From an optimization exercise on the open Yosys and OpenROAD flow, aimed at small area and a short achievable clock period; shortcuts taken in it are not production practice. RTL that was checked went through simulation tests only; none was proved equivalent to the original. Only the layout flow was run in run 1; the RTL was not checked for function there. Power is estimated from default activity; no workload was simulated.

[flow/flow/run.sh]
#!/bin/bash
# Standard ORFS layout, with:
# - the port buffers made from the smallest buffer cell,
# - I/O pins on met3 (left/right) and met2 or met4 (top/bottom),
# - the pins of each multiplexed output bit kept together,
# - synthesis as standard except for the ABC script (flow/synth.tcl).
set -euo pipefail
export BUFFER_PORTS_ARGS="-buffer_cell sky130_fd_sc_hd__buf_1"
export IO_PLACER_H="met3"
export IO_PLACER_V="met2 met4"
export PRE_IO_PLACEMENT_TCL="$PWD/flow/io_pins.tcl"
bash standard.sh "SYNTH_SCRIPT=$PWD/flow/synth.tcl" finish > flow_make.log 2>&1
[flow/standard.sh]
#!/bin/bash
# synth_recipe.tcl (not shown) runs the flow's synth.tcl, then flattens the netlist and writes it again
# the make line also repeats each setting of config.mk as NAME=value (left out here)
make -C /OpenROAD-flow-scripts/flow DESIGN_CONFIG=/design/flow/config.mk WORK_HOME=/design/flow/orfs CLKGATE_MAP_FILE= SYNTH_SCRIPT=/design/flow/synth_recipe.tcl "${@:-finish}"
[flow/design.v]
module ahb_bus_matrix
(
  input HBUSREQx0,
  input HBUSREQx1,
  input HBUSREQx2,
  input HBUSREQx3,
  input HLOCKx0,
  input HLOCKx1,
  input HLOCKx2,
  input HLOCKx3,
  input [1:0] HTRANSx0,
  input [1:0] HTRANSx1,
  input [1:0] HTRANSx2,
  input [1:0] HTRANSx3,
  input [31:0] HADDRx0,
  input [31:0] HADDRx1,
  input [31:0] HADDRx2,
  input [31:0] HADDRx3,
  input HWRITEx0,
  input HWRITEx1,
  input HWRITEx2,
  input HWRITEx3,
  input [2:0] HSIZEx0,
  input [2:0] HSIZEx1,
  input [2:0] HSIZEx2,
  input [2:0] HSIZEx3,
  input [2:0] HBURSTx0,
  input [2:0] HBURSTx1,
  input [2:0] HBURSTx2,
  input [2:0] HBURSTx3,
  input [31:0] HWDATAx0,
  input [31:0] HWDATAx1,
  input [31:0] HWDATAx2,
  input [31:0] HWDATAx3,
  input HREADYx0,
  input HREADYx1,
  input HREADYx2,
  input HREADYx3,
  input HREADYx4,
  input HREADYx5,
  input HREADYx6,
  input [1:0] HRESPx0,
  input [1:0] HRESPx1,
  input [1:0] HRESPx2,
  input [1:0] HRESPx3,
  input [1:0] HRESPx4,
  input [1:0] HRESPx5,
  input [1:0] HRESPx6,
  input [31:0] HRDATAx0,
  input [31:0] HRDATAx1,
  input [31:0] HRDATAx2,
  input [31:0] HRDATAx3,
  input [31:0] HRDATAx4,
  input [31:0] HRDATAx5,
  input [31:0] HRDATAx6, 
  input [3:0] HSPLITx0,
  input [3:0] HSPLITx1,
  input [3:0] HSPLITx2,
  input [3:0] HSPLITx3,
  input [3:0] HSPLITx4,
  input [3:0] HSPLITx5,
  input [3:0] HSPLITx6,
  output HGRANTx0,
  output HGRANTx1,
  output HGRANTx2,
  output HGRANTx3,
  output HSELx0,
  output HSELx1,
  output HSELx2,
  output HSELx3,
  output HSELx4,
  output HSELx5,
  output HSELx6,
  input HRESETn,
  input HCLK,
  output [1:0] HTRANS,
  output [31:0] HADDR,
  output HWRITE,
  output [2:0] HSIZE,
  output [2:0] HBURST,
  output [31:0] HWDATA,
  output HREADY,
  output [1:0] HRESP,
  output [31:0] HRDATA,
  output [3:0] HMASTER,
  output HMASTLOCK
);
reg [1:0] grant_x;     
reg [3:0] hm_x;        
reg [1:0] hmd;         
reg       fixlen;      
reg       split_q;     
reg       retry_q;     
reg [5:0] count;       
reg [3:0] mask_n;      
wire [1:0] grant    = grant_x ^ 2'b01;
wire [3:0] hm_oh    = hm_x ^ 4'b0010;
wire [3:0] req_mask = ~mask_n;
wire a0 = hm_oh[0];
wire a1 = hm_oh[1];
wire a2 = hm_oh[2];
wire a3 = hm_oh[3];
assign HADDR  = ({32{a0}} & HADDRx0)  | ({32{a1}} & HADDRx1)  |
                ({32{a2}} & HADDRx2)  | ({32{a3}} & HADDRx3);
assign HWRITE = (a0 & HWRITEx0) | (a1 & HWRITEx1) |
                (a2 & HWRITEx2) | (a3 & HWRITEx3);
assign HTRANS = ({2{a0}} & HTRANSx0) | ({2{a1}} & HTRANSx1) |
                ({2{a2}} & HTRANSx2) | ({2{a3}} & HTRANSx3);
assign HSIZE  = ({3{a0}} & HSIZEx0)  | ({3{a1}} & HSIZEx1)  |
                ({3{a2}} & HSIZEx2)  | ({3{a3}} & HSIZEx3);
assign HBURST = ({3{a0}} & HBURSTx0) | ({3{a1}} & HBURSTx1) |
                ({3{a2}} & HBURSTx2) | ({3{a3}} & HBURSTx3);
wire [1:0] hm = {a2 | a3, a1 | a3};
wire d0 = (hmd == 2'd0);
wire d1 = (hmd == 2'd1);
wire d2 = (hmd == 2'd2);
wire d3 = (hmd == 2'd3);
assign HWDATA = ({32{d0}} & HWDATAx0) | ({32{d1}} & HWDATAx1) |
                ({32{d2}} & HWDATAx2) | ({32{d3}} & HWDATAx3);
wire [3:0] ah = HADDR[31:28];
wire [6:0] hsel;
assign hsel[0] = ah[3] | (ah[2:0] == 3'd0) | (ah[2:0] == 3'd7);
assign hsel[1] = (ah == 4'h1);
assign hsel[2] = (ah == 4'h2);
assign hsel[3] = (ah == 4'h3);
assign hsel[4] = (ah == 4'h4);
assign hsel[5] = (ah == 4'h5);
assign hsel[6] = (ah == 4'h6);
assign {HSELx6, HSELx5, HSELx4, HSELx3, HSELx2, HSELx1, HSELx0} = hsel;
reg [6:0] ss_x;
wire [6:0] ss_oh = ss_x ^ 7'b0000001;
always @(posedge HCLK or negedge HRESETn) begin
  if (!HRESETn)     ss_x <= 7'd0;
  else if (HREADY)  ss_x <= hsel ^ 7'b0000001;
end
wire s0 = ss_oh[0];
wire s1 = ss_oh[1];
wire s2 = ss_oh[2];
wire s3 = ss_oh[3];
wire s4 = ss_oh[4];
wire s5 = ss_oh[5];
wire s6 = ss_oh[6];
assign HRDATA = ({32{s0}} & HRDATAx0) | ({32{s1}} & HRDATAx1) |
                ({32{s2}} & HRDATAx2) | ({32{s3}} & HRDATAx3) |
                ({32{s4}} & HRDATAx4) | ({32{s5}} & HRDATAx5) |
                ({32{s6}} & HRDATAx6);
assign HRESP  = ({2{s0}} & HRESPx0) | ({2{s1}} & HRESPx1) |
                ({2{s2}} & HRESPx2) | ({2{s3}} & HRESPx3) |
                ({2{s4}} & HRESPx4) | ({2{s5}} & HRESPx5) |
                ({2{s6}} & HRESPx6);
assign HREADY = (s0 & HREADYx0) | (s1 & HREADYx1) |
                (s2 & HREADYx2) | (s3 & HREADYx3) |
                (s4 & HREADYx4) | (s5 & HREADYx5) |
                (s6 & HREADYx6);
wire g0 = (grant == 2'd0);
wire g1 = (grant == 2'd1);
wire g2 = (grant == 2'd2);
wire g3 = (grant == 2'd3);
assign HGRANTx0 = g0;
assign HGRANTx1 = g1;
assign HGRANTx2 = g2;
assign HGRANTx3 = g3;
wire locked = (g0 & HLOCKx0) | (g1 & HLOCKx1) | (g2 & HLOCKx2) | (g3 & HLOCKx3);
assign HMASTLOCK = locked;
assign HMASTER   = {2'b00, hm};
wire busreq = (g0 & HBUSREQx0) | (g1 & HBUSREQx1) | (g2 & HBUSREQx2) | (g3 & HBUSREQx3);
wire t_idle   = (HTRANS == 2'b00);
wire t_busy   = (HTRANS == 2'b01);
wire t_nonseq = (HTRANS == 2'b10);
wire t_seq    = (HTRANS == 2'b11);
reg [5:0] next_count;
always @(*) begin
  case (HTRANS)
    2'b10: begin
      case (HBURST)
        3'b000: next_count = HREADY ? 6'h0 : 6'h1;
        3'b001:   next_count = 6'h20;
        3'b010,
        3'b011:  next_count = HREADY ? 6'h3 : 6'h4;
        3'b100,
        3'b101:  next_count = HREADY ? 6'h7 : 6'h8;
        default:        next_count = HREADY ? 6'hf : 6'h10;
      endcase
    end
    2'b01: next_count = count;
    2'b00: next_count = 6'h0;
    default:      next_count = (HREADY && !count[5]) ? count - 6'd1 : count;
  endcase
end
always @(posedge HCLK or negedge HRESETn) begin
  if (!HRESETn) count <= 6'h0;
  else          count <= next_count;
end
wire cnt_le1 = t_nonseq ? (HBURST == 3'b000) :
               (t_seq && HREADY && !count[5]) ? (count[5:2] == 4'd0 && count[1:0] != 2'd0 && count[1:0] != 2'd3) :
               (count[5:1] == 5'd0);
wire degrant = !busreq | t_idle | (fixlen & !locked & cnt_le1) | split_q | retry_q;
wire resp_split = (HRESP == 2'b11);
wire to_dummy = (locked & resp_split) |
                (g1 & resp_split & !HBUSREQx2 & !HBUSREQx3) |
                (req_mask == 4'b0);
wire [1:0] next_grant = (HBUSREQx3 & req_mask[3]) ? 2'd3 :
                        (HBUSREQx2 & req_mask[2]) ? 2'd2 : 2'd1;
always @(posedge HCLK or negedge HRESETn) begin
  if (!HRESETn)      grant_x <= 2'd0;
  else if (to_dummy) grant_x <= 2'd0 ^ 2'b01;
  else if (degrant)  grant_x <= next_grant ^ 2'b01;
end
wire [3:0] grant_oh = {g3, g2, g1, g0};
always @(posedge HCLK or negedge HRESETn) begin
  if (!HRESETn) begin
    hm_x <= 4'd0;
    hmd  <= 2'd0;
  end else if (HREADY) begin
    hm_x <= grant_oh ^ 4'b0010;
    hmd  <= hm;
  end
end
always @(posedge HCLK or negedge HRESETn) begin
  if (!HRESETn) begin
    fixlen  <= 1'b0;
    split_q <= 1'b0;
    retry_q <= 1'b0;
  end else begin
    fixlen  <= (HBURST != 3'b001);
    split_q <= resp_split;
    retry_q <= (HRESP == 2'b10);
  end
end
wire [3:0] hsplit = HSPLITx0 | HSPLITx1 | HSPLITx2 | HSPLITx3 |
                    HSPLITx4 | HSPLITx5 | HSPLITx6;
always @(posedge HCLK or negedge HRESETn) begin
  if (!HRESETn) mask_n <= 4'b0000;
  else          mask_n <= ~((req_mask | hsplit) & ~({4{split_q}} & hm_oh));
end
endmodule
[flow/flow/synth.tcl]
# The standard synthesis (synth_recipe.tcl), except that ABC maps the logic with
# Yosys's own ABC script instead of ORFS's speed script. Registers are mapped
# before ABC runs, so they are the standard synthesis's.
proc synth {args} { yosys synth -nofsm -noshare {*}$args }
proc abc {args} {
  set out {}
  set skip 0
  foreach a $args {
    if {$skip} { set skip 0; continue }
    if {$a eq "-script"} { set skip 1; continue }
    lappend out $a
  }
  yosys abc {*}$out
}
source $::env(SCRIPTS_DIR)/synth.tcl
# left out here: clear keep_hierarchy, flatten, clean up, hide names made inside functions, write 1_2_yosys.v
[flow/constraint.sdc]
create_clock -name core_clock -period 4.0 [get_ports {HCLK}]
set_input_delay 0.8000 -clock core_clock [delete_from_list [all_inputs] [get_ports {HCLK}]]
set_output_delay 0.8000 -clock core_clock [all_outputs]
set_load 0.01 [all_outputs]
[flow/config.mk]
export PLATFORM = sky130hd
export DESIGN_NAME = ahb_bus_matrix
export DESIGN_NICKNAME = ahb_bus_matrix
export VERILOG_FILES = /design/flow/design.v
export SDC_FILE = /design/flow/constraint.sdc
export NUM_CORES = 4
export LEC_CHECK = 0
export CAP_MARGIN = 20
export CORE_AREA = 4 4 156 156
export DIE_AREA = 0 0 160 160
export SETUP_SLACK_MARGIN = 1.4
export SLEW_MARGIN = 20
[flow/flow/pin_groups.txt]
-group_pins {HRDATAx0[0] HRDATAx1[0] HRDATAx2[0] HRDATAx3[0] HRDATAx4[0] HRDATAx5[0] HRDATAx6[0] HRDATA[0]} -group_pins {HADDRx0[0] HADDRx1[0] HADDRx2[0] HADDRx3[0] HADDR[0]} -group_pins {HWDATAx0[0] HWDATAx1[0] HWDATAx2[0] HWDATAx3[0] HWDATA[0]} -group_pins {HRDATAx0[1] HRDATAx1[1] HRDATAx2[1] HRDATAx3[1] HRDATAx4[1] HRDATAx5[1] HRDATAx6[1] HRDATA[1]} -group_pins {HADDRx0[1] HADDRx1[1] HADDRx2[1] HADDRx3[1] HADDR[1]} -group_pins {HWDATAx0[1] HWDATAx1[1] HWDATAx2[1] HWDATAx3[1] HWDATA[1]} -group_pins {HRDATAx0[2] HRDATAx1[2] HRDATAx2[2] HRDATAx3[2] HRDATAx4[2] HRDATAx5[2] HRDATAx6[2] HRDATA[2]} -group_pins {HADDRx0[2] HADDRx1[2] HADDRx2[2] HADDRx3[2] HADDR[2]} -group_pins {HWDATAx0[2] HWDATAx1[2] HWDATAx2[2] HWDATAx3[2] HWDATA[2]} -group_pins {HRDATAx0[3] HRDATAx1[3] HRDATAx2[3] HRDATAx3[3] HRDATAx4[3] HRDATAx5[3] HRDATAx6[3] HRDATA[3]} -group_pins {HADDRx0[3] HADDRx1[3] HADDRx2[3] HADDRx3[3] HADDR[3]} -group_pins {HWDATAx0[3] HWDATAx1[3] HWDATAx2[3] HWDATAx3[3] HWDATA[3]} -group_pins {HRDATAx0[4] HRDATAx1[4] HRDATAx2[4] HRDATAx3[4] HRDATAx4[4] HRDATAx5[4] HRDATAx6[4] HRDATA[4]} -group_pins {HADDRx0[4] HADDRx1[4] HADDRx2[4] HADDRx3[4] HADDR[4]} -group_pins {HWDATAx0[4] HWDATAx1[4] HWDATAx2[4] HWDATAx3[4] HWDATA[4]} -group_pins {HRDATAx0[5] HRDATAx1[5] HRDATAx2[5] HRDATAx3[5] HRDATAx4[5] HRDATAx5[5] HRDATAx6[5] HRDATA[5]} -group_pins {HADDRx0[5] HADDRx1[5] HADDRx2[5] HADDRx3[5] HADDR[5]} -group_pins {HWDATAx0[5] HWDATAx1[5] HWDATAx2[5] HWDATAx3[5] HWDATA[5]} -group_pins {HRDATAx0[6] HRDATAx1[6] HRDATAx2[6] HRDATAx3[6] HRDATAx4[6] HRDATAx5[6] HRDATAx6[6] HRDATA[6]} -group_pins {HADDRx0[6] HADDRx1[6] HADDRx2[6] HADDRx3[6] HADDR[6]} -group_pins {HWDATAx0[6] HWDATAx1[6] HWDATAx2[6] HWDATAx3[6] HWDATA[6]} -group_pins {HRDATAx0[7] HRDATAx1[7] HRDATAx2[7] HRDATAx3[7] HRDATAx4[7] HRDATAx5[7] HRDATAx6[7] HRDATA[7]} -group_pins {HADDRx0[7] HADDRx1[7] HADDRx2[7] HADDRx3[7] HADDR[7]} -group_pins {HWDATAx0[7] HWDATAx1[7] HWDATAx2[7] HWDATAx3[7] HWDATA[7]} -group_pins {HRDATAx0[8] HRDATAx1[8] HRDATAx2[8] HRDATAx3[8] HRDATAx4[8] HRDATAx5[8] HRDATAx6[8] HRDATA[8]} -group_pins {HADDRx0[8] HADDRx1[8] HADDRx2[8] HADDRx3[8] HADDR[8]} -group_pins {HWDATAx0[8] HWDATAx1[8] HWDATAx2[8] HWDATAx3[8] HWDATA[8]} -group_pins {HRDATAx0[9] HRDATAx1[9] HRDATAx2[9] HRDATAx3[9] HRDATAx4[9] HRDATAx5[9] HRDATAx6[9] HRDATA[9]} -group_pins {HADDRx0[9] HADDRx1[9] HADDRx2[9] HADDRx3[9] HADDR[9]} -group_pins {HWDATAx0[9] HWDATAx1[9] HWDATAx2[9] HWDATAx3[9] HWDATA[9]} -group_pins {HRDATAx0[10] HRDATAx1[10] HRDATAx2[10] HRDATAx3[10] HRDATAx4[10] HRDATAx5[10] HRDATAx6[10] HRDATA[10]} -group_pins {HADDRx0[10] HADDRx1[10] HADDRx2[10] HADDRx3[10] HADDR[10]} -group_pins {HWDATAx0[10] HWDATAx1[10] HWDATAx2[10] HWDATAx3[10] HWDATA[10]} -group_pins {HRDATAx0[11] HRDATAx1[11] HRDATAx2[11] HRDATAx3[11] HRDATAx4[11] HRDATAx5[11] HRDATAx6[11] HRDATA[11]} -group_pins {HADDRx0[11] HADDRx1[11] HADDRx2[11] HADDRx3[11] HADDR[11]} -group_pins {HWDATAx0[11] HWDATAx1[11] HWDATAx2[11] HWDATAx3[11] HWDATA[11]} -group_pins {HRDATAx0[12] HRDATAx1[12] HRDATAx2[12] HRDATAx3[12] HRDATAx4[12] HRDATAx5[12] HRDATAx6[12] HRDATA[12]} -group_pins {HADDRx0[12] HADDRx1[12] HADDRx2[12] HADDRx3[12] HADDR[12]} -group_pins {HWDATAx0[12] HWDATAx1[12] HWDATAx2[12] HWDATAx3[12] HWDATA[12]} -group_pins {HRDATAx0[13] HRDATAx1[13] HRDATAx2[13] HRDATAx3[13] HRDATAx4[13] HRDATAx5[13] HRDATAx6[13] HRDATA[13]} -group_pins {HADDRx0[13] HADDRx1[13] HADDRx2[13] HADDRx3[13] HADDR[13]} -group_pins {HWDATAx0[13] HWDATAx1[13] HWDATAx2[13] HWDATAx3[13] HWDATA[13]} -group_pins {HRDATAx0[14] HRDATAx1[14] HRDATAx2[14] HRDATAx3[14] HRDATAx4[14] HRDATAx5[14] HRDATAx6[14] HRDATA[14]} -group_pins {HADDRx0[14] HADDRx1[14] HADDRx2[14] HADDRx3[14] HADDR[14]} -group_pins {HWDATAx0[14] HWDATAx1[14] HWDATAx2[14] HWDATAx3[14] HWDATA[14]} -group_pins {HRDATAx0[15] HRDATAx1[15] HRDATAx2[15] HRDATAx3[15] HRDATAx4[15] HRDATAx5[15] HRDATAx6[15] HRDATA[15]} -group_pins {HADDRx0[15] HADDRx1[15] HADDRx2[15] HADDRx3[15] HADDR[15]} -group_pins {HWDATAx0[15] HWDATAx1[15] HWDATAx2[15] HWDATAx3[15] HWDATA[15]} -group_pins {HRDATAx0[16] HRDATAx1[16] HRDATAx2[16] HRDATAx3[16] HRDATAx4[16] HRDATAx5[16] HRDATAx6[16] HRDATA[16]} -group_pins {HADDRx0[16] HADDRx1[16] HADDRx2[16] HADDRx3[16] HADDR[16]} -group_pins {HWDATAx0[16] HWDATAx1[16] HWDATAx2[16] HWDATAx3[16] HWDATA[16]} -group_pins {HRDATAx0[17] HRDATAx1[17] HRDATAx2[17] HRDATAx3[17] HRDATAx4[17] HRDATAx5[17] HRDATAx6[17] HRDATA[17]} -group_pins {HADDRx0[17] HADDRx1[17] HADDRx2[17] HADDRx3[17] HADDR[17]} -group_pins {HWDATAx0[17] HWDATAx1[17] HWDATAx2[17] HWDATAx3[17] HWDATA[17]} -group_pins {HRDATAx0[18] HRDATAx1[18] HRDATAx2[18] HRDATAx3[18] HRDATAx4[18] HRDATAx5[18] HRDATAx6[18] HRDATA[18]} -group_pins {HADDRx0[18] HADDRx1[18] HADDRx2[18] HADDRx3[18] HADDR[18]} -group_pins {HWDATAx0[18] HWDATAx1[18] HWDATAx2[18] HWDATAx3[18] HWDATA[18]} -group_pins {HRDATAx0[19] HRDATAx1[19] HRDATAx2[19] HRDATAx3[19] HRDATAx4[19] HRDATAx5[19] HRDATAx6[19] HRDATA[19]} -group_pins {HADDRx0[19] HADDRx1[19] HADDRx2[19] HADDRx3[19] HADDR[19]} -group_pins {HWDATAx0[19] HWDATAx1[19] HWDATAx2[19] HWDATAx3[19] HWDATA[19]} -group_pins {HRDATAx0[20] HRDATAx1[20] HRDATAx2[20] HRDATAx3[20] HRDATAx4[20] HRDATAx5[20] HRDATAx6[20] HRDATA[20]} -group_pins {HADDRx0[20] HADDRx1[20] HADDRx2[20] HADDRx3[20] HADDR[20]} -group_pins {HWDATAx0[20] HWDATAx1[20] HWDATAx2[20] HWDATAx3[20] HWDATA[20]} -group_pins {HRDATAx0[21] HRDATAx1[21] HRDATAx2[21] HRDATAx3[21] HRDATAx4[21] HRDATAx5[21] HRDATAx6[21] HRDATA[21]} -group_pins {HADDRx0[21] HADDRx1[21] HADDRx2[21] HADDRx3[21] HADDR[21]} -group_pins {HWDATAx0[21] HWDATAx1[21] HWDATAx2[21] HWDATAx3[21] HWDATA[21]} -group_pins {HRDATAx0[22] HRDATAx1[22] HRDATAx2[22] HRDATAx3[22] HRDATAx4[22] HRDATAx5[22] HRDATAx6[22] HRDATA[22]} -group_pins {HADDRx0[22] HADDRx1[22] HADDRx2[22] HADDRx3[22] HADDR[22]} -group_pins {HWDATAx0[22] HWDATAx1[22] HWDATAx2[22] HWDATAx3[22] HWDATA[22]} -group_pins {HRDATAx0[23] HRDATAx1[23] HRDATAx2[23] HRDATAx3[23] HRDATAx4[23] HRDATAx5[23] HRDATAx6[23] HRDATA[23]} -group_pins {HADDRx0[23] HADDRx1[23] HADDRx2[23] HADDRx3[23] HADDR[23]} -group_pins {HWDATAx0[23] HWDATAx1[23] HWDATAx2[23] HWDATAx3[23] HWDATA[23]} -group_pins {HRDATAx0[24] HRDATAx1[24] HRDATAx2[24] HRDATAx3[24] HRDATAx4[24] HRDATAx5[24] HRDATAx6[24] HRDATA[24]} -group_pins {HADDRx0[24] HADDRx1[24] HADDRx2[24] HADDRx3[24] HADDR[24]} -group_pins {HWDATAx0[24] HWDATAx1[24] HWDATAx2[24] HWDATAx3[24] HWDATA[24]} -group_pins {HRDATAx0[25] HRDATAx1[25] HRDATAx2[25] HRDATAx3[25] HRDATAx4[25] HRDATAx5[25] HRDATAx6[25] HRDATA[25]} -group_pins {HADDRx0[25] HADDRx1[25] HADDRx2[25] HADDRx3[25] HADDR[25]} -group_pins {HWDATAx0[25] HWDATAx1[25] HWDATAx2[25] HWDATAx3[25] HWDATA[25]} -group_pins {HRDATAx0[26] HRDATAx1[26] HRDATAx2[26] HRDATAx3[26] HRDATAx4[26] HRDATAx5[26] HRDATAx6[26] HRDATA[26]} -group_pins {HADDRx0[26] HADDRx1[26] HADDRx2[26] HADDRx3[26] HADDR[26]} -group_pins {HWDATAx0[26] HWDATAx1[26] HWDATAx2[26] HWDATAx3[26] HWDATA[26]} -group_pins {HRDATAx0[27] HRDATAx1[27] HRDATAx2[27] HRDATAx3[27] HRDATAx4[27] HRDATAx5[27] HRDATAx6[27] HRDATA[27]} -group_pins {HADDRx0[27] HADDRx1[27] HADDRx2[27] HADDRx3[27] HADDR[27]} -group_pins {HWDATAx0[27] HWDATAx1[27] HWDATAx2[27] HWDATAx3[27] HWDATA[27]} -group_pins {HRDATAx0[28] HRDATAx1[28] HRDATAx2[28] HRDATAx3[28] HRDATAx4[28] HRDATAx5[28] HRDATAx6[28] HRDATA[28]} -group_pins {HADDRx0[28] HADDRx1[28] HADDRx2[28] HADDRx3[28] HADDR[28]} -group_pins {HWDATAx0[28] HWDATAx1[28] HWDATAx2[28] HWDATAx3[28] HWDATA[28]} -group_pins {HRDATAx0[29] HRDATAx1[29] HRDATAx2[29] HRDATAx3[29] HRDATAx4[29] HRDATAx5[29] HRDATAx6[29] HRDATA[29]} -group_pins {HADDRx0[29] HADDRx1[29] HADDRx2[29] HADDRx3[29] HADDR[29]} -group_pins {HWDATAx0[29] HWDATAx1[29] HWDATAx2[29] HWDATAx3[29] HWDATA[29]} -group_pins {HRDATAx0[30] HRDATAx1[30] HRDATAx2[30] HRDATAx3[30] HRDATAx4[30] HRDATAx5[30] HRDATAx6[30] HRDATA[30]} -group_pins {HADDRx0[30] HADDRx1[30] HADDRx2[30] HADDRx3[30] HADDR[30]} -group_pins {HWDATAx0[30] HWDATAx1[30] HWDATAx2[30] HWDATAx3[30] HWDATA[30]} -group_pins {HRDATAx0[31] HRDATAx1[31] HRDATAx2[31] HRDATAx3[31] HRDATAx4[31] HRDATAx5[31] HRDATAx6[31] HRDATA[31]} -group_pins {HADDRx0[31] HADDRx1[31] HADDRx2[31] HADDRx3[31] HADDR[31]} -group_pins {HWDATAx0[31] HWDATAx1[31] HWDATAx2[31] HWDATAx3[31] HWDATA[31]} -group_pins {HRESPx0[0] HRESPx1[0] HRESPx2[0] HRESPx3[0] HRESPx4[0] HRESPx5[0] HRESPx6[0] HRESP[0]} -group_pins {HTRANSx0[0] HTRANSx1[0] HTRANSx2[0] HTRANSx3[0] HTRANS[0]} -group_pins {HRESPx0[1] HRESPx1[1] HRESPx2[1] HRESPx3[1] HRESPx4[1] HRESPx5[1] HRESPx6[1] HRESP[1]} -group_pins {HTRANSx0[1] HTRANSx1[1] HTRANSx2[1] HTRANSx3[1] HTRANS[1]} -group_pins {HREADYx0 HREADYx1 HREADYx2 HREADYx3 HREADYx4 HREADYx5 HREADYx6 HREADY} -group_pins {HWRITEx0 HWRITEx1 HWRITEx2 HWRITEx3 HWRITE} -group_pins {HSIZEx0[0] HSIZEx1[0] HSIZEx2[0] HSIZEx3[0] HSIZE[0]} -group_pins {HBURSTx0[0] HBURSTx1[0] HBURSTx2[0] HBURSTx3[0] HBURST[0]} -group_pins {HSIZEx0[1] HSIZEx1[1] HSIZEx2[1] HSIZEx3[1] HSIZE[1]} -group_pins {HBURSTx0[1] HBURSTx1[1] HBURSTx2[1] HBURSTx3[1] HBURST[1]} -group_pins {HSIZEx0[2] HSIZEx1[2] HSIZEx2[2] HSIZEx3[2] HSIZE[2]} -group_pins {HBURSTx0[2] HBURSTx1[2] HBURSTx2[2] HBURSTx3[2] HBURST[2]}
[flow/flow/io_pins.tcl]
# Pin placement before ORFS's own place_pins: keep the pins of each
# multiplexed output bit together (flow/pin_groups.txt). The grouped placement
# can fail when the groups do not fit the edge sections; then try again without
# corner avoidance, and if that fails too, ORFS's place_pins places the pins
# without groups. Pins placed here are fixed, so ORFS's call leaves them alone.
set pin_groups_file [file join [file dirname [info script]] pin_groups.txt]
set pin_groups [string trim [read [open $pin_groups_file]]]
foreach extra {{} {-corner_avoidance 0}} {
  if {![catch {place_pins -hor_layers $::env(IO_PLACER_H) -ver_layers $::env(IO_PLACER_V) \
                 {*}$extra {*}$pin_groups} err]} {
    puts "io_pins.tcl: grouped pins placed ($extra)"
    break
  }
  puts "io_pins.tcl: grouped place_pins failed ($extra): $err"
}
==> results of run 1 <==
-- kinds of logic after synthesis --
family / synth area share
AO/OA/AOI/OAI: 0.4352
AND/OR/NAND/NOR: 0.2929
adder cells (fa/ha/maj): 0.006095
other: 0.0009135
flip-flops: 0.1707
buffers and inverters: 0.07711
multiplexers: 0.01707
==> summary.txt, run 1 <==
Synthesis
  • Async set or reset register ratio after synthesis: 1.000
  • Mapped cell area: 0.004105 mm^2
  • Sequential area share after synthesis: 0.1707
  • Synth Warn #: 1
  • Count leader, synth: nand2_1
  • Synth Area per Inst: approximately 7 um^2
  • Most common library cells after synthesis: nand2_1, a222oi_1, clkbuf_1, nand3_1, a22oi_1
  • Synth Flop Type: dfrtp_1
  • #FFs+latches synth: 28
  • Synth top area share: 0.3097
  • Area contributors post-synth: a222oi_1, dfrtp_1, nand2_1
  • Count of different cell masters after synthesis: between 40 and 50
  • Post-Syn Instances: a little under 600
  • Cell accounting for the most synthesized area: a222oi_1
  • Post-synth EDFFs: 0

Die
  • Initial Util: 0.1808
  • Die W: ~160 um
  • Die height: 160 um
  • Row count: between 50 and 60

Run status
  • Error msg: [ERROR PPL-0104] Pins  HADDR[0] HADDR[10] HADDR[11] HADDR[12] HADDR[13] HADDR[14] HADDR[15] HADDR[16] HADDR[17] HADDR[18] HADDR[19] HADDR[1] HADDR[20] HADDR[21] HADDR[...
  • Outcome: aborted with a tool error
  • Exit stage: 3_2_place_iop
==> run 2, diff against run 1 <==
--- a/flow/design.v
+++ b/flow/design.v
@@ -117,15 +117,24 @@
 wire d3 = (hmd == 2'd3);
 assign HWDATA = ({32{d0}} & HWDATAx0) | ({32{d1}} & HWDATAx1) |
                 ({32{d2}} & HWDATAx2) | ({32{d3}} & HWDATAx3);
-wire [3:0] ah = HADDR[31:28];
-wire [6:0] hsel;
-assign hsel[0] = ah[3] | (ah[2:0] == 3'd0) | (ah[2:0] == 3'd7);
-assign hsel[1] = (ah == 4'h1);
-assign hsel[2] = (ah == 4'h2);
-assign hsel[3] = (ah == 4'h3);
-assign hsel[4] = (ah == 4'h4);
-assign hsel[5] = (ah == 4'h5);
-assign hsel[6] = (ah == 4'h6);
+function [6:0] dec;
+  input [3:0] a;
+  begin
+    dec[0] = a[3] | (a[2:0] == 3'd0) | (a[2:0] == 3'd7);
+    dec[1] = (a == 4'h1);
+    dec[2] = (a == 4'h2);
+    dec[3] = (a == 4'h3);
+    dec[4] = (a == 4'h4);
+    dec[5] = (a == 4'h5);
+    dec[6] = (a == 4'h6);
+  end
+endfunction
+wire [6:0] dm0 = dec(HADDRx0[31:28]);
+wire [6:0] dm1 = dec(HADDRx1[31:28]);
+wire [6:0] dm2 = dec(HADDRx2[31:28]);
+wire [6:0] dm3 = dec(HADDRx3[31:28]);
+wire [6:0] hsel = ({7{a0}} & dm0) | ({7{a1}} & dm1) |
+                  ({7{a2}} & dm2) | ({7{a3}} & dm3);
 assign {HSELx6, HSELx5, HSELx4, HSELx3, HSELx2, HSELx1, HSELx0} = hsel;
 reg [6:0] ss_x;
 wire [6:0] ss_oh = ss_x ^ 7'b0000001;
==> run 2 against run 1 <==
  * The run again fails in 3_2_place_iop
  * Synthesized area grew 7.9%
  * Synthesized cell count up 8.9%
==> summary.txt, run 2 <==
Synthesis
  • Post-synth EDFFs: 0 (unchanged)
  • Area contributors post-synth: a222oi_1, nand2_1, dfrtp_1
  • Synth Area per Inst: 6.837 um^2 (-0.90%)
  • Async set or reset register ratio after synthesis: 1.000 (unchanged)
  • Count leader, synth: nand2_1
  • Cell accounting for the most synthesized area: a222oi_1
  • Synth Warn #: 1 (unchanged)
  • Mapped cell area: 0.004430 mm^2 (+7.9%)
  • Sequential area share after synthesis: 0.1581 (-0.01253)
  • #FFs+latches synth: 28 (unchanged)
  • Synth top area share: 0.2847 (-0.02500)
  • Synth Flop Type: dfrtp_1
  • Post-Syn Instances: 648 (+8.9%)
  • Count of different cell masters after synthesis: 45 (+7.1%)
  • Most common library cells after synthesis: nand2_1, a222oi_1, clkbuf_1, nand3_1, a22oi_1

Die
  • Die W: 160 um (unchanged)
  • Row count: 55 (unchanged)
  • Die height: 160 um (unchanged)
  • Initial Util: 0.1951 (+0.01433)

Run status
  • Exit stage: 3_2_place_iop
  • Outcome: aborted with a tool error
  • Error msg: [ERROR PPL-0104] Pins  HADDR[0] HADDR[10] HADDR[11] HADDR[12] HADDR[13] HADDR[14] HADDR[15] HADDR[16] HADDR[17] HADDR[18] HADDR[19] HADDR[1] HADDR[20] HADDR[21] HADDR[...
-- run 2: changes by cell type after synthesis, sizes merged, moves of 4 or more --
cell / previous run / this run
inv: 14 / 10
nor2: 30 / 34
o311ai: 0 / 4
a31oi: 1 / 9
nand4: 1 / 6
nand3b: 0 / 4
nand2b: 5 / 11
a22oi: 31 / 38
nor2b: 9 / 13
buf: 11 / 16
nand3: 36 / 41
nand2: 178 / 191
-- run 2: cells by family after synthesis --
family	synth area share
muxes	0.01017
and+or+nand+nor	0.3287
buffers and inverters	0.07681
other	0.0008464
AOI/OAI and AO/OA	0.4197
adders and majority gates	0.005647
DFF	0.1581
==> run 3, diff against run 2 <==
==> flow/flow/run.sh (replaced) <==
#!/bin/bash
# Standard ORFS layout, with:
# - the port buffers made from the smallest buffer cell,
# - I/O pins on met3 (left/right) and met2 or met4 (top/bottom),
# - the pins of each multiplexed output bit kept together,
# - the platform's don't-use list plus a222oi_1, a slow cell with no larger size.
set -euo pipefail
export BUFFER_PORTS_ARGS="-buffer_cell sky130_fd_sc_hd__buf_1"
export IO_PLACER_H="met3"
export IO_PLACER_V="met2 met4"
export PLACE_PINS_ARGS="$(cat flow/pin_groups.txt)"
DONT_USE="sky130_fd_sc_hd__probe_p_8 sky130_fd_sc_hd__probec_p_8 sky130_fd_sc_hd__lpflow_bleeder_1 sky130_fd_sc_hd__lpflow_clkbufkapwr_1 sky130_fd_sc_hd__lpflow_clkbufkapwr_16 sky130_fd_sc_hd__lpflow_clkbufkapwr_2 sky130_fd_sc_hd__lpflow_clkbufkapwr_4 sky130_fd_sc_hd__lpflow_clkbufkapwr_8 sky130_fd_sc_hd__lpflow_clkinvkapwr_1 sky130_fd_sc_hd__lpflow_clkinvkapwr_16 sky130_fd_sc_hd__lpflow_clkinvkapwr_2 sky130_fd_sc_hd__lpflow_clkinvkapwr_4 sky130_fd_sc_hd__lpflow_clkinvkapwr_8 sky130_fd_sc_hd__lpflow_decapkapwr_12 sky130_fd_sc_hd__lpflow_decapkapwr_3 sky130_fd_sc_hd__lpflow_decapkapwr_4 sky130_fd_sc_hd__lpflow_decapkapwr_6 sky130_fd_sc_hd__lpflow_decapkapwr_8 sky130_fd_sc_hd__lpflow_inputiso0n_1 sky130_fd_sc_hd__lpflow_inputiso0p_1 sky130_fd_sc_hd__lpflow_inputiso1n_1 sky130_fd_sc_hd__lpflow_inputiso1p_1 sky130_fd_sc_hd__lpflow_inputisolatch_1 sky130_fd_sc_hd__lpflow_isobufsrc_1 sky130_fd_sc_hd__lpflow_isobufsrc_16 sky130_fd_sc_hd__lpflow_isobufsrc_2 sky130_fd_sc_hd__lpflow_isobufsrc_4 sky130_fd_sc_hd__lpflow_isobufsrc_8 sky130_fd_sc_hd__lpflow_isobufsrckapwr_16 sky130_fd_sc_hd__lpflow_lsbuf_lh_hl_isowell_tap_1 sky130_fd_sc_hd__lpflow_lsbuf_lh_hl_isowell_tap_2 sky130_fd_sc_hd__lpflow_lsbuf_lh_hl_isowell_tap_4 sky130_fd_sc_hd__lpflow_lsbuf_lh_isowell_4 sky130_fd_sc_hd__lpflow_lsbuf_lh_isowell_tap_1 sky130_fd_sc_hd__lpflow_lsbuf_lh_isowell_tap_2 sky130_fd_sc_hd__lpflow_lsbuf_lh_isowell_tap_4 sky130_fd_sc_hd__a222oi_1"
bash standard.sh "DONT_USE_CELLS=$DONT_USE" finish > flow_make.log 2>&1
removed: flow/flow/io_pins.tcl
removed: flow/flow/synth.tcl
==> run 3 against run 2 <==
  * The run now finishes clean
  * Synthesized cell count decreased by 2.5%
  * Synthesized area grew 9.1%
==> summary.txt, run 3 <==
Worst setup path
  • CP Cell Sequence: buf_12 -> nand2b_1 -> nor2_2 -> a22oi_1 -> nand2_1 -> buf_2
  • Buf/Inv on CP: 2
  • Crit-path max FO: 38
  • CP max stage cell: dfrtp_2
  • Worst path top cell family by delay: flip-flops
  • Max stage delay on crit path: 0.42 ns
  • Startpoint Class: flop
  • WP data required: 3.20 ns
  • Crit Path Class: flop to output port
  • Worst Path Arrival: about 1.7 ns
  • CP Capture Type: output port
  • Flop-to-flop setup slack: roughly 1.7 ns

Place
  • Hpwl dp: 22.85 mm
  • Routability Congestion: 0.8945
  • Placed insts: 1571
  • I/O Buffers: 696
  • Pre-CTS setup slack: 1.073 ns

Power and ir drop
  • Pint: between 2 and 2.5 mW
  • Comb power frac: 0.795
  • Cell Pwr Density: ~600 mW/mm^2
  • Worst vdd ir: roughly 0.00021 V
  • Leakage power: approximately 2.8 nW
  • Total Power: slightly below 5 mW
  • Sequential Power Share: 0.141
  • Net Sw Power: 2.551 mW
  • Clock share of power: 0.064
  • Sw frac: 0.5256

Synthesis
  • Cell accounting for the most synthesized area: a22oi_1
  • Sequential area share after synthesis: 0.1449 (-0.01322)
  • Async set or reset register ratio after synthesis: 1.000 (unchanged)
  • Mapped cell area: 0.004835 mm^2 (+9.1%)
  • Post-synth EDFFs: 0 (unchanged)
  • Synth top area share: 0.1693 (-0.1154)
  • Count leader, synth: a22oi_1
  • Synth Flop Type: dfrtp_1
  • Count of different cell masters after synthesis: 50 (+11%)
  • Post-Syn Instances: 632 (-2.5%)
  • #FFs+latches synth: 28 (unchanged)
  • Area contributors post-synth: a22oi_1, mux4_2, dfrtp_1
  • Synth Area per Inst: 7.650 um^2 (+12%)
  • Synth Warn #: 1 (unchanged)
  • Most common library cells after synthesis: a22oi_1, nand2_1, inv_1, o21ai_0, clkbuf_1

STA
  • Final worst setup slack: 1.456 ns
  • Tmin final: 2.544 ns
  • Max transition margin: 0.4827
  • Final worst path period share: 0.6361
  • Upper clock frequency limit: between 0.3 and 0.4 GHz
  • Setup Total Neg Slack: 0 ns
  • Hold Fails Final Rpt: 0
  • Worst Clk Skew: approximately 0.0067 ns
  • Hold WS: between 0.5 and 0.6 ns
  • RSZ-0062 raised after global routing: yes
  • Setup violations, final: 0
  • Final Slew Violations: 0
  • Slew @ Worst Pin: slightly below 0.8 ns

Finish
  • Final #Nets: approximately 1.9k
  • Sequential Area: 718.2 um^2
  • Layout cell share with drive strength beyond 1: 0.08538
  • P&R area growth vs syn: 66.36%
  • Regs by FF count: ss_x: 7 flops, count: 6 flops
  • Commonest non-fill, non-tap cells in the layout: buf_1, a22oi_1, nand2_1
  • N_diodes: 0
  • Area of the multi-input gates: around 0.0038 mm^2
  • Most common cell after layout, fill and taps aside: buf_1
  • Top reg by flops: ss_x
  • FILL cells: roughly 2.5k
  • Non-filler cells, final: between 1.5k and 2k
  • Number of flip-flops in the largest register: 7

Drt
  • First-pass DRT Iterations: 5
  • # DRC: 0
  • Routed WL: roughly 28 mm
  • DR WL/cell: between 15 and 20 um
  • Number of vias per cell: 5.189
  • Via count: 8224
  • DR iter-0 viols: just under 500
  • Post-route ant nets: 0

GRT
  • Initial antenna violation count: 0
  • Tot GR Track Use: 0.1923
  • First-pass GRT wire length: between 40 and 50 mm
  • Largest net degree at the start of global routing: 39
  • Total gr overflow: 0
  • Number of global-route vias before repair: between 8k and 9k

Clock network
  • H-tree Lvls: 1
  • CTS tree: built
  • Clock Latency Late Sink: 0.27 ns
  • CTS buffer count: 3
  • CTS Sinks: 28
  • Clock buffer depth: 2
  • Hold Buf Count CTS: 0
  • Clock slew at reported path FFs: 0.08 ns
  • CTS Root Cell: clkbuf_16

Die
  • Initial Util: 0.2129 (+0.01780)
  • # IOs: ~700
  • Row count: 55 (unchanged)
  • Die height: 160 um (unchanged)
  • Die W: 160 um (unchanged)
  • Core Region: around 0.023 mm^2
  • Die ar.: 0.02560 mm^2

Worst hold path
  • Hold Path Class: flop to flop

Flow run
  • Maxcap violations: 0

Run status
  • Outcome: complete, no violations
[run 3: cell types whose count changed after synthesis, sizes merged, moves of 11 or more]
cell    change
clkbuf     -11
mux4       +33
nand3      -25
nand2     -105
a222oi    -126
a22oi      +71
nand4      +24
a221o      +35
o21ai      +33
inv        +33
[run 3: power by group through the flow]
| stage | sequential, mW | combinational, mW | clock (mW) |
|---|---|---|---|
| final | 0.683 | 3.86 | 0.310 |
| after floorplan | 0.466 | 2.60 | 0 |
| after global routing | 0.707 | 4.22 | 0.333 |
| after global placement | 0.772 | 3.58 | 0 |
| after CTS | 0.686 | 3.86 | 0.331 |
| after detailed placement | 0.780 | 3.59 | 0 |
[run 3: final timing paths]
kind                            start         end  cells past startpoint
setup / recovery              hm_x[1]      HSELx5                      6
hold / removal                ss_x[0]     ss_x[0]                      2
setup reg to reg           grant_x[1]  grant_x[0]                      6
hold reg to reg               ss_x[0]     ss_x[0]                      2
max in group asynchronous     HRESETn     hm_x[2]                      1
min in group asynchronous     HRESETn      hmd[0]                      1
[run 3: cell type report]
cell class,instances,share of cell area
Sequential cell,28,0.08930
Clock inverter,1,0.003734
Tap cell,285,0.04434
Timing Repair Buffer,724,0.3603
Multi-Input combinational cell,500,0.4720
Clock buffer,3,0.009334
Inverter,44,0.02100
[run 3: cells by family (layout without fill, tap and decap cells)]
| group | Yosys count | after routing | share of synthesized area |
|---|---|---|---|
| AOI/OAI and AO/OA | 230 | 230 | 0.3522 |
| and+or+nand+nor | 219 | 219 | 0.2233 |
| buffers and inverters | 105 | 772 | 0.08695 |
| muxes | 42 | 42 | 0.1775 |
| DFF | 28 | 28 | 0.1449 |
| xor gates and xnor gates | 5 | 5 | 0.009058 |
| adders and majority gates | 2 | 2 | 0.005175 |
| other | 1 | 2 | 0.0007757 |
[run 3: per-layer routing]
layer / GRT usage / wire length [um] / part of all wire / up-vias
li1: - / - / - / 3807
met1: 0.2000 / 9480 / 0.34 / 3684
met2: 0.3748 / 14780 / 0.54 / 523
met3: 0.03329 / 1807 / 0.065 / 210
met4: 0.08330 / 1548 / 0.056 / 0
met5: 0 / 0 / 0 / -
[run 3: stage by stage]
stage	utilization	instance area, um^2
final	0.3542	8043
after floorplan	-	4838
after global placement	0.3392	7702
after CTS	0.3517	7986
after detailed placement	0.3392	7704
after global routing	0.3542	8043
[run 3: tightest hold or removal path, delay by kind of cell (launching register included)]
family,cells,cell delay [ns]
AO/OA/AOI/OAI,1,0.06
AND/OR/NAND/NOR,1,0.06
flip-flops,1,0.39
[run 3: timing repair]
action,4_1_cts,5_1_grt
resized for setup,27,18
pin swaps,2,1
setup endpoints to repair,78,61
setup buffers,9,1
==> run 4, diff against run 3 <==
==> flow/flow/run.sh (replaced) <==
#!/bin/bash
# Standard ORFS layout, with:
# - the port buffers made from the smallest buffer cell,
# - I/O pins on met3 (left/right) and met2 or met4 (top/bottom), placed by
#   flow/io_pins.tcl with the pins of each multiplexed output bit together,
set -euo pipefail
export BUFFER_PORTS_ARGS="-buffer_cell sky130_fd_sc_hd__buf_1"
export IO_PLACER_H="met3"
export IO_PLACER_V="met2 met4"
export PRE_IO_PLACEMENT_TCL="$PWD/flow/io_pins.tcl"
bash standard.sh > flow_make.log 2>&1
==> flow/flow/io_pins.tcl (new file) <==
# I/O pin placement, sourced before ORFS's place_pins (PRE_IO_PLACEMENT_TCL).
# Each multiplexed output bit's pins (flow/pin_groups.txt) form a group that is
# placed on consecutive slots next to the cells it connects to; other pins are
# placed singly the same way. Slots are every other routing track: met3 on the
# left and right edges, met2 and met4 on the top and bottom edges. Pins placed
# here are fixed, so ORFS's place_pins call afterwards has nothing left to do.
set block [ord::get_db_block]
set tech [ord::get_db_tech]
set dbu [$tech getDbUnitsPerMicron]
set die [$block getDieArea]
set W [$die xMax]
set H [$die yMax]
set corner [expr {int(3.0 * $dbu)}]

proc io_tracks {block layer_name axis} {
  set layer [[ord::get_db_tech] findLayer $layer_name]
  set tg [$block findTrackGrid $layer]
  if {$axis eq "x"} { return [$tg getGridX] }
  return [$tg getGridY]
}

# Slots: {t layer x y}, t the position along the perimeter, counter-clockwise
# from the lower left corner.
set slots {}
foreach lname {met2 met4} {
  set i 0
  foreach x [io_tracks $block $lname x] {
    if {$i % 2 == 0 && $x > $corner && $x < $W - $corner} {
      lappend slots [list $x $lname $x 0]
      lappend slots [list [expr {$W + $H + ($W - $x)}] $lname $x $H]
    }
    incr i
  }
}
set i 0
foreach y [io_tracks $block met3 y] {
  if {$i % 2 == 0 && $y > $corner && $y < $H - $corner} {
    lappend slots [list [expr {$W + $y}] met3 $W $y]
    lappend slots [list [expr {2 * $W + $H + ($H - $y)}] met3 0 $y]
  }
  incr i
}
set slots [lsort -real -index 0 $slots]
set nslots [llength $slots]

# Where each pin would like to be: the mean location of the cells on its net.
proc io_target {bterm} {
  set net [$bterm getNet]
  set sx 0.0
  set sy 0.0
  set n 0
  if {$net ne "NULL"} {
    foreach it [$net getITerms] {
      set inst [$it getInst]
      set loc [$inst getLocation]
      set sx [expr {$sx + [lindex $loc 0]}]
      set sy [expr {$sy + [lindex $loc 1]}]
      incr n
    }
  }
  if {$n == 0} { return {} }
  return [list [expr {$sx / $n}] [expr {$sy / $n}]]
}

proc io_perimeter_t {x y W H} {
  set dl $x
  set dr [expr {$W - $x}]
  set db $y
  set dt [expr {$H - $y}]
  set m [tcl::mathfunc::min $dl $dr $db $dt]
  if {$m == $db} { return $x }
  if {$m == $dr} { return [expr {$W + $y}] }
  if {$m == $dt} { return [expr {$W + $H + ($W - $x)}] }
  return [expr {2 * $W + $H + ($H - $y)}]
}

# Items: lists of pin names placed together.
set grouped [dict create]
set items {}
set spec [string trim [read [open [file join [file dirname [info script]] pin_groups.txt]]]]
foreach {flag names} $spec {
  lappend items $names
  foreach n $names { dict set grouped $n 1 }
}
foreach bterm [$block getBTerms] {
  set n [$bterm getName]
  if {[$bterm getSigType] in {POWER GROUND}} { continue }
  if {![dict exists $grouped $n]} { lappend items [list $n] }
}

set keyed {}
foreach item $items {
  set sx 0.0
  set sy 0.0
  set k 0
  foreach n $item {
    set tg [io_target [$block findBTerm $n]]
    if {$tg ne {}} {
      set sx [expr {$sx + [lindex $tg 0]}]
      set sy [expr {$sy + [lindex $tg 1]}]
      incr k
    }
  }
  if {$k == 0} {
    set t [expr {$W / 2.0}]
  } else {
    set t [io_perimeter_t [expr {$sx / $k}] [expr {$sy / $k}] $W $H]
  }
  lappend keyed [list $t $item]
}
set keyed [lsort -real -index 0 $keyed]

# Nearest slot index for a perimeter position.
proc io_nearest {slots t} {
  set lo 0
  set hi [expr {[llength $slots] - 1}]
  while {$lo < $hi} {
    set mid [expr {($lo + $hi) / 2}]
    if {[lindex $slots $mid 0] < $t} { set lo [expr {$mid + 1}] } else { set hi $mid }
  }
  return $lo
}

# Pack the items onto consecutive slots in perimeter order: forward, then
# backward so that nothing runs past the last slot.
set starts {}
set end 0
foreach e $keyed {
  set n [llength [lindex $e 1]]
  set s [tcl::mathfunc::max $end [expr {[io_nearest $slots [lindex $e 0]] - $n / 2}]]
  lappend starts $s
  set end [expr {$s + $n}]
}
set limit $nslots
for {set i [expr {[llength $keyed] - 1}]} {$i >= 0} {incr i -1} {
  set n [llength [lindex $keyed $i 1]]
  set s [tcl::mathfunc::min [lindex $starts $i] [expr {$limit - $n}]]
  lset starts $i $s
  set limit $s
}
if {[lindex $starts 0] < 0} { error "io_pins.tcl: not enough pin slots ($nslots)" }

set i 0
foreach e $keyed {
  set s [lindex $starts $i]
  foreach n [lindex $e 1] {
    lassign [lindex $slots $s] t lname x y
    place_pin -pin_name $n -layer $lname \
      -location [list [expr {double($x) / $dbu}] [expr {double($y) / $dbu}]] \
      -force_to_die_boundary
    incr s
  }
  incr i
}
puts "io_pins.tcl: placed [llength $keyed] pin groups and pins on $nslots slots"
--- a/flow/config.mk
+++ b/flow/config.mk
@@ -8,5 +8,5 @@
 export CAP_MARGIN = 20
 export CORE_AREA = 4 4 156 156
 export DIE_AREA = 0 0 160 160
-export SETUP_SLACK_MARGIN = 1.4
+export SETUP_SLACK_MARGIN = 1.35
 export SLEW_MARGIN = 20
==> run 4 against run 3 <==
  * First-iteration DRC count grew 11%
  * Combinational power grew 1%
  * Synthesized area shrank 3.8%
  * Cell area shrank 2.3%
  * Critical endpoint is now HREADY
  * Register-to-register slack lost 0.04 ns
  * Total power grew 1.6%
  * Sequential share of layout area grew 0.28 points
  * Worst setup slack lost 0.066 ns
  * Count of clock-buffer cells in the layout is the same
  * Final cell count shrank 7.2%
  * Non-clock buffer count shrank 1
  * Still clean on timing, DRC and antenna
==> summary.txt, run 4 <==
GRT
  • Tot GR Track Use: 0.1875 (-0.004796)
  • First-pass GRT wire length: 40.23 mm (-2.4%)
  • Largest net degree at the start of global routing: 36 (-7.7%)
  • Total gr overflow: 0 (unchanged)
  • Number of global-route vias before repair: 8247 (-3.3%)
  • Initial antenna violation count: 1 (+1)

Die
  • Die height: 160 um (unchanged)
  • Initial Util: 0.2049 (-0.007989)
  • Row count: 55 (unchanged)
  • Die ar.: 0.02560 mm^2 (unchanged)
  • Core Region: 0.02271 mm^2 (unchanged)
  • # IOs: 0 (-100%)
  • Die W: 160 um (unchanged)

Clock network
  • H-tree Lvls: 1 (unchanged)
  • Clock buffer depth: 2 (unchanged)
  • Hold Buf Count CTS: 0 (unchanged)
  • Clock Latency Late Sink: 0.27 ns (about the same)
  • CTS Sinks: 28 (unchanged)
  • CTS buffer count: 3 (unchanged)
  • CTS Root Cell: clkbuf_16
  • Clock slew at reported path FFs: 0.08 ns (about the same)
  • CTS tree: built

Place
  • Hpwl dp: 21.90 mm (-4.2%)
  • Routability Congestion: 0.8930 (-0.17%)
  • I/O Buffers: 696 (unchanged)

STA
  • RSZ-0062 raised after global routing: yes
  • Setup Total Neg Slack: 0 ns (unchanged)
  • Worst Clk Skew: 0.008782 ns (+0.002083 ns)
  • Setup violations, final: 0 (unchanged)
  • Final worst path period share: 0.6526 (+0.01657)
  • Hold Fails Final Rpt: 0 (unchanged)
  • Tmin final: 2.611 ns (+0.06628 ns)
  • Max transition margin: 0.4823 (about the same)
  • Slew @ Worst Pin: 0.7766 ns (+0.0006579 ns)
  • Final Slew Violations: 0 (unchanged)
  • Upper clock frequency limit: 0.3831 GHz (-2.5%)

Worst hold path
  • Hold Crit Endpoint: hmd[1]
  • Worst Min Path Start: hmd[1]
  • Hold Path Class: flop to flop
  • Cells on Worst Hold Path: 1 (-1)

Power and ir drop
  • Sw frac: 0.5116 (-0.01397)
  • Pint: 2.409 mW (+4.6%)
  • Worst vdd ir: 0.0001959 V (-6.9%)
  • Comb power frac: 0.790 (-0.005)
  • Sequential Power Share: 0.147 (+0.006)
  • Cell Pwr Density: 627.9 mW/mm^2 (+4.1%)
  • Net Sw Power: 2.524 mW (-1.1%)
  • Leakage power: 2.652 nW (-6.1%)
  • Clock share of power: 0.063 (about the same)

Synthesis
  • Cell accounting for the most synthesized area: mux4_2
  • Count leader, synth: a22oi_1
  • Area contributors post-synth: mux4_2, dfrtp_1, a22oi_1
  • Synth Flop Type: dfrtp_1
  • Post-Syn Instances: 517 (-18%)
  • Post-synth EDFFs: 0 (unchanged)
  • Synth Area per Inst: 9.000 um^2 (+18%)
  • Async set or reset register ratio after synthesis: 1.000 (unchanged)
  • Mapped cell area: 0.004653 mm^2 (-3.8%)
  • Sequential area share after synthesis: 0.1506 (+0.005651)
  • Most common library cells after synthesis: a22oi_1, a22o_1, clkbuf_1, a221o_1, nand3_1
  • Synth Warn #: 1 (unchanged)
  • Synth top area share: 0.1597 (-0.009534)
  • #FFs+latches synth: 28 (unchanged)
  • Count of different cell masters after synthesis: 61 (+22%)

Finish
  • Post-Route Utilization: 0.3459 (-0.008265)
  • P&R area growth vs syn: 68.81%
  • FILL cells: 2459 (-2.3%)
  • Regs by FF count: ss_x: 7 flops, count: 6 flops
  • N_diodes: 0 (unchanged)
  • Most common cell after layout, fill and taps aside: buf_1
  • Number of flip-flops in the largest register: 7 (unchanged)
  • Top reg by flops: ss_x
  • Layout cell share with drive strength beyond 1: 0.09612 (+0.01074)
  • Commonest non-fill, non-tap cells in the layout: buf_1, a22oi_1, a22o_1
  • Final #Nets: 1764 (-6.1%)

Drt
  • DR iter-0 viols: 547 (+11%)
  • First-pass DRT Iterations: 12 (+7)
  • DR WL/cell: 18.30 um (+5.0%)
  • # DRC: 0 (unchanged)
  • Via count: 7901 (-3.9%)
  • Number of vias per cell: 5.371 (+3.5%)
  • Routed WL: 26.92 mm (-2.5%)
  • Post-route ant nets: 0 (unchanged)

Run status
  • Outcome: complete, no violations

Worst setup path
  • Flop-to-flop setup slack: 1.61 ns (-0.04 ns)
  • Worst Path Arrival: 1.81 ns (+0.07 ns)
  • Reg2Reg Depth: 7 (+1)
  • Crit-path max FO: 7 (-82%)
  • Startpoint Class: input pin
  • Crit Path Class: input pin to output port
  • CP Capture Type: output port
  • R2R Path Start: hm_x[2]
  • Reg2reg end: grant_x[0]
  • WP data required: 3.20 ns (about the same)

Flow run
  • Maxcap violations: 0 (unchanged)
## run 4: kinds of logic after synthesis
logic type / Yosys count / synth area share
AOI/OAI and AO/OA: 224 / 0.4154
and+or+nand+nor: 145 / 0.1724
buffers and inverters: 69 / 0.05862
muxes: 43 / 0.1874
DFF: 28 / 0.1506
xor gates and xnor gates: 5 / 0.009413
adders and majority gates: 2 / 0.005377
other: 1 / 0.0008059
## run 4: metal layers
| layer | routed length (um) | vias to the layer above | global-route usage | share of wire |
|---|---|---|---|---|
| li1 | - | 3596 | - | - |
| met1 | 9595 | 3566 | 0.2009 | 0.36 |
| met2 | 13870 | 543 | 0.3503 | 0.52 |
| met3 | 2003 | 196 | 0.03768 | 0.074 |
| met4 | 1455 | 0 | 0.08917 | 0.054 |
| met5 | 0 | - | 0.001894 | 0 |
## run 4: timing repair
action                     in CTS  in global routing
cloned                          1                  0
gates resized for setup        19                 14
setup endpoints to repair     105                 47
pin swaps                       3                  0
buffers inserted               10                  2
## run 4: layout make-up
type | instances | area [um^2] | share of cell area
Inverter | 9 | 63.81 | 0.008124
Tap cell | 285 | 356.6 | 0.04540
Timing Repair inverter | 1 | 7.507 | 0.0009557
Clock inverter | 1 | 30.03 | 0.003823
Sequential cell | 28 | 723.2 | 0.09207
Multi-Input combinational cell | 421 | 3716 | 0.4731
Clock buffer | 3 | 75.07 | 0.009557
Timing Repair Buffer | 723 | 2883 | 0.3670
## run 4: worst max-delay path by stage
stage / from / end / slack [ns] / cells past startpoint
5_1_grt: HADDRx1[31] / HSELx3 / 1.28 / 5
6_report: HREADYx2 / HREADY / 1.39 / 6
3_3_place_gp: HADDRx1[28] / HSELx0 / 1.07 / 5
2_1_floorplan: HREADYx2 / HREADY / 1.42 / 5
3_5_place_dp: HADDRx1[29] / HSELx0 / 1.10 / 5
4_1_cts: HREADYx2 / HREADY / 1.27 / 6
## run 4: power by group through the flow
stage | registers [mW] | logic [mW] | clock network, mW
final | 0.723 | 3.90 | 0.311
after global routing | 0.759 | 4.24 | 0.330
after CTS | 0.740 | 3.88 | 0.321
after detailed placement | 0.809 | 3.59 | 0
after global placement | 0.800 | 3.56 | 0
after floorplan | 0.467 | 2.65 | 0
## run 4: stage by stage
stage               std cells  hold WS (ns)  instance area [um^2]  worst slack, ns  power (mW)
CTS                      1469        0.5194                  7796            1.274       4.940
global placement         1454        0.4934                  7505            1.073       4.364
global route             1471        0.5427                  7855            1.283       5.332
detailed placement       1454        0.5009                  7505            1.097       4.398
floorplan                 518        0.4788                  4657            1.419       3.121
finish                   1471        0.5203                  7855            1.390       4.932
## run 4: critical path: stages
cell	delay [ns]
buf_1	0.08
a22o_1	0.20
a221o_1	0.33
nor2_4	0.22
inv_2	0.06
buf_1	0.13
==> run 5, diff against run 4 <==
--- a/flow/config.mk
+++ b/flow/config.mk
@@ -8,5 +8,5 @@
 export CAP_MARGIN = 20
 export CORE_AREA = 4 4 156 156
 export DIE_AREA = 0 0 160 160
-export SETUP_SLACK_MARGIN = 1.35
+export SETUP_SLACK_MARGIN = 1.45
 export SLEW_MARGIN = 20
==> run 5 against run 4 <==
  * Still clean
  * Count of clock-buffer cells in the layout unchanged
  * Synthesized cell count unchanged
  * Clock skew decreased by 0.0011 ns
  * Combinational power increased by 12%
  * Hold slack got worse by 0.0043 ns
  * Cell area increased by 4.7%
  * Flip-flop and latch count unchanged
  * Non-clock buffer count increased by 26
  * Largest cell class unchanged
==> summary.txt, run 5 <==
Worst setup path
  • CP Capture Type: output port
  • Flop-to-flop setup slack: 1.54 ns (-0.07 ns)
  • Crit Path Class: flop to output port
  • R2R Path Start: ss_x[5]
  • Critical path launch point: hm_x[2]
  • Reg2reg end: grant_x[0]
  • Reg2Reg Depth: 9 (+2)
  • Worst Path Arrival: 1.73 ns (-0.08 ns)
  • WP data required: 3.20 ns (about the same)
  • Startpoint Class: flop
  • Crit-path max FO: 6 (-1)
  • Crit path capture: HBURST[1]

Power and ir drop
  • Pint: 2.606 mW (+8.2%)
  • Sequential Power Share: 0.109 (-0.038)
  • Leakage power: 2.856 nW (+7.7%)
  • Worst vdd ir: 0.0002091 V (+6.7%)
  • Comb power frac: 0.833 (+0.043)
  • Cell Pwr Density: 639.7 mW/mm^2 (+1.9%)
  • Net Sw Power: 2.656 mW (+5.3%)
  • Clock share of power: 0.057 (-0.006)
  • Sw frac: 0.5047 (-0.006883)

Synthesis
  • Synth Flop Type: dfrtp_1
  • Cell accounting for the most synthesized area: mux4_2
  • Async set or reset register ratio after synthesis: 1.000 (unchanged)
  • Synth top area share: 0.1597 (unchanged)
  • Count leader, synth: a22oi_1
  • Most common library cells after synthesis: a22oi_1, a22o_1, clkbuf_1, a221o_1, nand3_1
  • #FFs+latches synth: 28 (unchanged)
  • Synth Warn #: 1 (unchanged)
  • Post-synth EDFFs: 0 (unchanged)
  • Mapped cell area: 0.004653 mm^2 (unchanged)
  • Count of different cell masters after synthesis: 61 (unchanged)
  • Sequential area share after synthesis: 0.1506 (unchanged)
  • Synth Area per Inst: 9.000 um^2 (unchanged)
  • Post-Syn Instances: 517 (unchanged)
  • Area contributors post-synth: mux4_2, dfrtp_1, a22oi_1

Clock network
  • Hold Buf Count CTS: 0 (unchanged)
  • CTS Sinks: 28 (unchanged)
  • Clock Latency Late Sink: 0.27 ns (about the same)
  • CTS Root Cell: clkbuf_16
  • Clock slew at reported path FFs: 0.08 ns (about the same)
  • CTS tree: built
  • Clock buffer depth: 2 (unchanged)
  • H-tree Lvls: 1 (unchanged)
  • CTS buffer count: 3 (unchanged)

GRT
  • Largest net degree at the start of global routing: 37 (+2.8%)
  • Number of global-route vias before repair: 8393 (+1.8%)
  • First-pass GRT wire length: 41.06 mm (+2.1%)
  • Initial antenna violation count: 0 (-1)
  • Total gr overflow: 0 (unchanged)
  • Tot GR Track Use: 0.1914 (+0.003925)

Finish
  • Layout cell share with drive strength beyond 1: 0.1345 (+0.03837)
  • Final #Nets: 1790 (+1.5%)
  • Top reg by flops: ss_x
  • Most common cell after layout, fill and taps aside: buf_1
  • Commonest non-fill, non-tap cells in the layout: buf_1, a22oi_1, a22o_1
  • P&R area growth vs syn: 76.79%
  • N_diodes: 0 (unchanged)
  • FILL cells: 2429 (-1.2%)
  • Number of flip-flops in the largest register: 7 (unchanged)
  • Regs by FF count: ss_x: 7 flops, count: 6 flops
  • Area of the multi-input gates: 0.003790 mm^2 (+2.0%)
  • Sequential Area: 725.7 um^2 (+0.35%)

Place
  • Routability Congestion: 0.9872 (+11%)
  • Hpwl dp: 22.16 mm (+1.2%)
  • I/O Buffers: 696 (unchanged)

STA
  • Setup violations, final: 0 (unchanged)
  • Hold Fails Final Rpt: 0 (unchanged)
  • Setup Total Neg Slack: 0 ns (unchanged)
  • Worst Clk Skew: 0.007721 ns (-0.001061 ns)
  • Final worst path period share: 0.6322 (-0.02047)
  • Upper clock frequency limit: 0.3955 GHz (+3.2%)
  • Hold WS: 0.5161 ns (-0.004252 ns)
  • Slew @ Worst Pin: 0.7471 ns (-0.02945 ns)
  • Tmin final: 2.529 ns (-0.08187 ns)
  • Final Slew Violations: 0 (unchanged)
  • Max transition margin: 0.5019 (+0.01963)
  • RSZ-0062 raised after global routing: yes

Drt
  • First-pass DRT Iterations: 8 (-4)
  • Routed WL: 28.75 mm (+6.8%)
  • Via count: 8156 (+3.2%)
  • DR WL/cell: 19.21 um (+5.0%)
  • Number of vias per cell: 5.448 (+1.4%)
  • # DRC: 0 (unchanged)
  • DR iter-0 viols: 714 (+31%)
  • Post-route ant nets: 0 (unchanged)

Die
  • Die ar.: 0.02560 mm^2 (unchanged)
  • Die W: 160 um (unchanged)
  • Row count: 55 (unchanged)
  • Initial Util: 0.2049 (unchanged)
  • Die height: 160 um (unchanged)
  • Core Region: 0.02271 mm^2 (unchanged)
  • # IOs: 0 (unchanged)

Flow run
  • Maxcap violations: 0 (unchanged)

Worst hold path
  • Hold Path Class: flop to flop

Run status
  • Outcome: complete, no violations
[run 5: repair_timing]
action                                  4_1_cts  5_1_grt
pin swaps                                     5        8
buffers inserted                             18       19
cloned                                        1        2
gates resized for setup                      32       40
endpoints found under the setup margin      105       65
hold endpoints to repair                      0        0
[run 5: layout make-up]
type / count / area share
repair buffers: 749 / 0.3883
repair inverters: 1 / 0.0007605
multi-input cells: 421 / 0.4607
clock buffers: 3 / 0.009125
flip-flops and latches: 28 / 0.08821
well taps: 285 / 0.04335
inverters: 9 / 0.005932
clock inverters: 1 / 0.003650
[run 5: worst min path at each step]
| stage | startpoint | to | cells past startpoint |
|---|---|---|---|
| 3_5_place_dp | hmd[1] | hmd[1] | 1 |
| 3_3_place_gp | hmd[1] | hmd[1] | 1 |
| 5_1_grt | hmd[1] | hmd[1] | 1 |
| 6_report | hmd[1] | hmd[1] | 1 |
| 4_1_cts | hmd[1] | hmd[1] | 1 |
| 2_1_floorplan | ss_x[0] | ss_x[0] | 2 |
[run 5: kinds of logic after synthesis]
kind of cell | count (synthesis) | synth area share
AOI/OAI and AO/OA | 224 | 0.4154
and+or+nand+nor | 145 | 0.1724
buffers and inverters | 69 | 0.05862
muxes | 43 | 0.1874
DFF | 28 | 0.1506
xor gates and xnor gates | 5 | 0.009413
adders and majority gates | 2 | 0.005377
other | 1 | 0.0008059
[run 5: critical path, cell delays in order, from the launching register on]
cell	delay, ns
dfrtp_4	0.52
buf_4	0.20
a22o_1	0.21
a221o_1	0.36
buf_1	0.17
[run 5: per-layer routing]
layer | share of wire | GRT usage | up-vias
met4 | 0.058 | 0.08878 | 0
met2 | 0.51 | 0.3618 | 581
met1 | 0.36 | 0.2070 | 3725
li1 | - | - | 3644
met3 | 0.073 | 0.03148 | 206
met5 | 0 | 0 | -
[run 5: power groups by stage]
stage | clock network, mW | registers (mW) | logic, mW
floorplan | 0 | 0.467 | 2.66
global placement | 0 | 0.733 | 3.64
detailed placement | 0 | 0.739 | 3.66
CTS | 0.309 | 0.633 | 4.07
global route | 0.321 | 0.597 | 4.74
finish | 0.303 | 0.576 | 4.38
[run 5: stage by stage]
stage               instance area [um^2]  std cells  total power, mW  utilization  worst slack (ns)
floorplan                           4662        518            3.127            -             1.471
global placement                    7502       1453            4.372       0.3304             1.096
detailed placement                  7502       1453            4.397       0.3304             1.101
CTS                                 7876       1476            5.015       0.3468             1.390
global route                        8227       1497            5.659       0.3623             1.389
finish                              8227       1497            5.263       0.3623             1.471

[re-timing with driven ports]
No port has a modelled driver above. Below, the same layouts with a new extraction and two added sets of constraints.
Step 1 (the two cells are an assumption about what drives the block):
set clk [get_ports {HCLK}]
set_driving_cell -lib_cell sky130_fd_sc_hd__clkbuf_16 $clk
set_driving_cell -lib_cell sky130_fd_sc_hd__buf_2 [delete_from_list [all_inputs] $clk]
Step 2 moves the port delays by t, midway between the first and last clock arrival at a register: inputs arrive t later, outputs are due t later. That takes back most of the time a late clock gives input paths.
Three values: ideal, step 1, step 2; two values: the first two.
run	t, ns	setup slack, ns	hold slack, ns	latest minus earliest clock arrival (ns)
run 3	0.307	1.456 / 1.416 / 1.277	0.547 / 0.547 / 0.547	0.006 / 0.007
run 4	0.307	1.390 / 1.346 / 1.346	0.520 / 0.520 / 0.520	0.008 / 0.009
run 5	0.295	1.471 / 1.437 / 1.241	0.516 / 0.516 / 0.516	0.008 / 0.008
After both steps every run listed still meets setup and hold. For run 5, which loses most, drivers alone change the setup slack by -0.034 ns; drivers and shift together by -0.230 ns.
